From an optimization exercise on the open Yosys and OpenROAD flow, aimed at small area and a short achievable clock period; shortcuts taken in it are not production practice. In this exercise RTL edits were held to simulation tests only and were not proved equivalent to the original. Power figures rest on the tool's default switching activity, not on a simulated workload.

Setup of exp/cedar:
Design mul32_pipe, start of the top module:
module mul32_pipe(clk, rst, in_valid, a, b, out_valid, p);
  input clk, rst, in_valid;
  input [31:0] a, b;
  output out_valid;
  output [63:0] p;
  reg [2:0] vpipe;
  always @(posedge clk)
    if (rst) vpipe <= 3'd0;
    else vpipe <= {vpipe[1:0], in_valid};
  assign out_valid = vpipe[2];
  reg [305:0] rk1;
  reg [136:0] rk2;
  reg [87:0] rk3;
  wire n1 = b[1] & ~b[0];
  wire n2 = b[2] ^ b[1];
  wire n3 = (b[3] & ~b[2] & ~b[1]) | (~b[3] & b[2] & b[1]);
  wire n4 = b[4] ^ b[3];
  wire n5 = (b[5] & ~b[4] & ~b[3]) | (~b[5] & b[4] & b[3]);
  wire n6 = b[6] ^ b[5];
  wire n7 = (b[7] & ~b[6] & ~b[5]) | (~b[7] & b[6] & b[5]);
  wire n8 = b[8] ^ b[7];
  wire n9 = (b[9] & ~b[8] & ~b[7]) | (~b[9] & b[8] & b[7]);
  wire n10 = b[10] ^ b[9];
  wire n11 = (b[11] & ~b[10] & ~b[9]) | (~b[11] & b[10] & b[9]);
  wire n12 = b[12] ^ b[11];
  wire n13 = (b[13] & ~b[12] & ~b[11]) | (~b[13] & b[12] & b[11]);
  wire n14 = b[14] ^ b[13];
  wire n15 = (b[15] & ~b[14] & ~b[13]) | (~b[15] & b[14] & b[13]);
  wire n16 = b[16] ^ b[15];
  wire n17 = (b[17] & ~b[16] & ~b[15]) | (~b[17] & b[16] & b[15]);
  wire n18 = b[18] ^ b[17];
  wire n19 = (b[19] & ~b[18] & ~b[17]) | (~b[19] & b[18] & b[17]);
  wire n20 = b[20] ^ b[19];
  wire n21 = (b[21] & ~b[20] & ~b[19]) | (~b[21] & b[20] & b[19]);
  wire n22 = b[22] ^ b[21];
  wire n23 = (b[23] & ~b[22] & ~b[21]) | (~b[23] & b[22] & b[21]);
  wire n24 = b[24] ^ b[23];
  wire n25 = (b[25] & ~b[24] & ~b[23]) | (~b[25] & b[24] & b[23]);
  wire n26 = b[26] ^ b[25];
  wire n27 = (b[27] & ~b[26] & ~b[25]) | (~b[27] & b[26] & b[25]);
  wire n28 = b[28] ^ b[27];
  wire n29 = (b[29] & ~b[28] & ~b[27]) | (~b[29] & b[28] & b[27]);
  wire n30 = b[30] ^ b[29];
  wire n31 = (b[31] & ~b[30] & ~b[29]) | (~b[31] & b[30] & b[29]);
  wire n32 = a[0] ^ b[1];
  wire n33 = a[1] ^ b[1];
  wire n34 = a[2] ^ b[1];
  wire n35 = a[3] ^ b[1];
  wire n36 = a[4] ^ b[1];
  wire n37 = a[5] ^ b[1];
  wire n38 = a[6] ^ b[1];
  wire n39 = a[7] ^ b[1];
  wire n40 = a[8] ^ b[1];
  wire n41 = a[9] ^ b[1];
  wire n42 = a[10] ^ b[1];
  wire n43 = a[11] ^ b[1];
  wire n44 = a[12] ^ b[1];
  wire n45 = a[13] ^ b[1];
  wire n46 = a[14] ^ b[1];
  wire n47 = a[15] ^ b[1];
  wire n48 = a[16] ^ b[1];
  wire n49 = a[17] ^ b[1];
  wire n50 = a[18] ^ b[1];
  wire n51 = a[19] ^ b[1];
  wire n52 = a[20] ^ b[1];
  wire n53 = a[21] ^ b[1];
  wire n54 = a[22] ^ b[1];
  ...
Settings: LEC_CHECK=0, ABC_AREA=1, ABC_CLOCK_PERIOD_IN_PS=2000, CAP_MARGIN=20, CORE_MARGIN=2, CORE_UTILIZATION=50, CTS_CLUSTER_DIAMETER=120, CTS_CLUSTER_SIZE=20, PLACE_DENSITY=0.75, SLEW_MARGIN=20, SYNTH_HIERARCHICAL=1; clock period 2.5 ns.
standard.sh (not shown) runs the stock make flow with config.mk's settings and CLKGATE_MAP_FILE= SYNTH_SCRIPT=/design/flow/synth_recipe.tcl, a recipe that flattens the netlist after the stock synthesis.
==> flow/flow/run.sh <==
#!/bin/bash
# Own layout flow: the standard ORFS flow (standard.sh), unchanged except that the
# port buffers that global placement inserts on every input and output use a plain buffer
# (buf_4) instead of the delay cell buffer_ports picks by default.
set -euo pipefail
export BUFFER_PORTS_ARGS="-buffer_cell sky130_fd_sc_hd__buf_4"
bash standard.sh finish > standard_flow.log 2>&1
exp/cedar completed end to end with timing, DRC and antenna clean.
## Diff of input files: exp/onyx against exp/cedar
Settings: PLACE_DENSITY no longer set, was 0.75; ABC_CLOCK_PERIOD_IN_PS no longer set, was 2000; CORE_UTILIZATION now 40, was 50; CTS_CLUSTER_SIZE no longer set, was 20; CTS_CLUSTER_DIAMETER no longer set, was 120.
Notes after the runs:
exp/onyx has less setup slack than exp/cedar. The higher register share of the cell area of exp/onyx and exp/cedar is in exp/cedar. Row number of cells on the worst reg-to-reg path: exp/onyx lower / exp/cedar higher. exp/onyx vs exp/cedar on largest vdd supply drop: exp/onyx is the higher one. exp/cedar → exp/onyx: wire length of the first global-routing pass +about 2%, register share of total power -2.6 points, power +8.3%, combinational power ~0 delta.
## Diff of input files: exp/harbor against exp/onyx
Settings: changing CORE_UTILIZATION from 40 to 50; setting PLACE_DENSITY to 0.75 for the first time.
==> results.txt <==
Looking at maximum resistive drop on vdd, exp/harbor sits below exp/onyx.
Summary of exp/harbor over exp/onyx: number of cells on the critical path went down 1; chip height down 31 um.
Cmp exp/onyx and exp/harbor / non-clock buffer count / higher: exp/harbor
On routed wire length, exp/onyx and exp/harbor are neck and neck.
exp/harbor vs. exp/onyx: switching share of power went up by 0.52 points.
Taking exp/onyx as the reference, in exp/harbor final cycle utilization of the critical path rose 0.34 points; design area fell 1.1%; routed metal-1 wirelength fell 3900 um.

---

mul32_pipe again, from the RTL that the note above started with.
==> flow/config.mk <==
export PLATFORM = sky130hd
export DESIGN_NAME = mul32_pipe
export DESIGN_NICKNAME = mul32_pipe
export VERILOG_FILES = /design/flow/design.v
export SDC_FILE = /design/flow/constraint.sdc
export NUM_CORES = 4
export LEC_CHECK = 0
export ABC_AREA = 1
export CAP_MARGIN = 20
export CORE_MARGIN = 2
export CORE_UTILIZATION = 60
export CTS_CLUSTER_DIAMETER = 120
export CTS_CLUSTER_SIZE = 20
export PLACE_DENSITY = 0.85
export SLEW_MARGIN = 20
export SYNTH_HIERARCHICAL = 1
==> flow/constraint.sdc <==
create_clock -name core_clock -period 2.5 [get_ports {clk}]
set_input_delay 0.5000 -clock core_clock [delete_from_list [all_inputs] [get_ports {clk}]]
set_output_delay 0.5000 -clock core_clock [all_outputs]
set_load 0.01 [all_outputs]
Scripts as last shown in full above: flow/flow/run.sh
Then changed:
- CORE_UTILIZATION: 60 -> 50
- PLACE_DENSITY: 0.85 -> 0.75
After rerunning:
- die area rose by about a fifth
- sequential cell count stays the same
- core utilization shrinks by 11 points
- worst setup slack is better by 61 ps
- power falls slightly
- wire length came out lower slightly
- critical path depth drops by 4
- maximum frequency rises by a few percent
- cell count grows by a few percent
- sequential share of layout area came out lower by 0.25 points

-- afterwards: timing with drivers on the ports --
In the flow no input, the clock included, has a driving cell. The finished layouts below were timed again as built, in two steps. Step 1 sets driving cells, clkbuf_16 on the clock port and buf_2 on the other inputs (assumed; they add their load-dependent delay and slew). Step 2 adds t to the input delays and takes it off the output delays; t is the mean of the earliest and latest rising clock arrival at the registers after step 1. Input paths then give back, and output paths get back, about the clock's delay inside the block. Three values: ideal ports, drivers, drivers and shift; two values: the first two.
run	t (ns)	setup WS [ns]	worst setup path after step 2
exp/cedar	0.677	0.144 / 0.127 / -0.491	input to register
exp/onyx	0.692	0.123 / 0.123 / -0.275	input to register
exp/harbor	0.674	0.115 / 0.115 / -0.504	input to register
the first run of note 2	0.677	0.083 / 0.083 / -0.359	input to register
the second run of note 2	0.677	0.144 / 0.127 / -0.491	input to register
Met with ideal ports but missed after step 2: setup timing in every run listed.
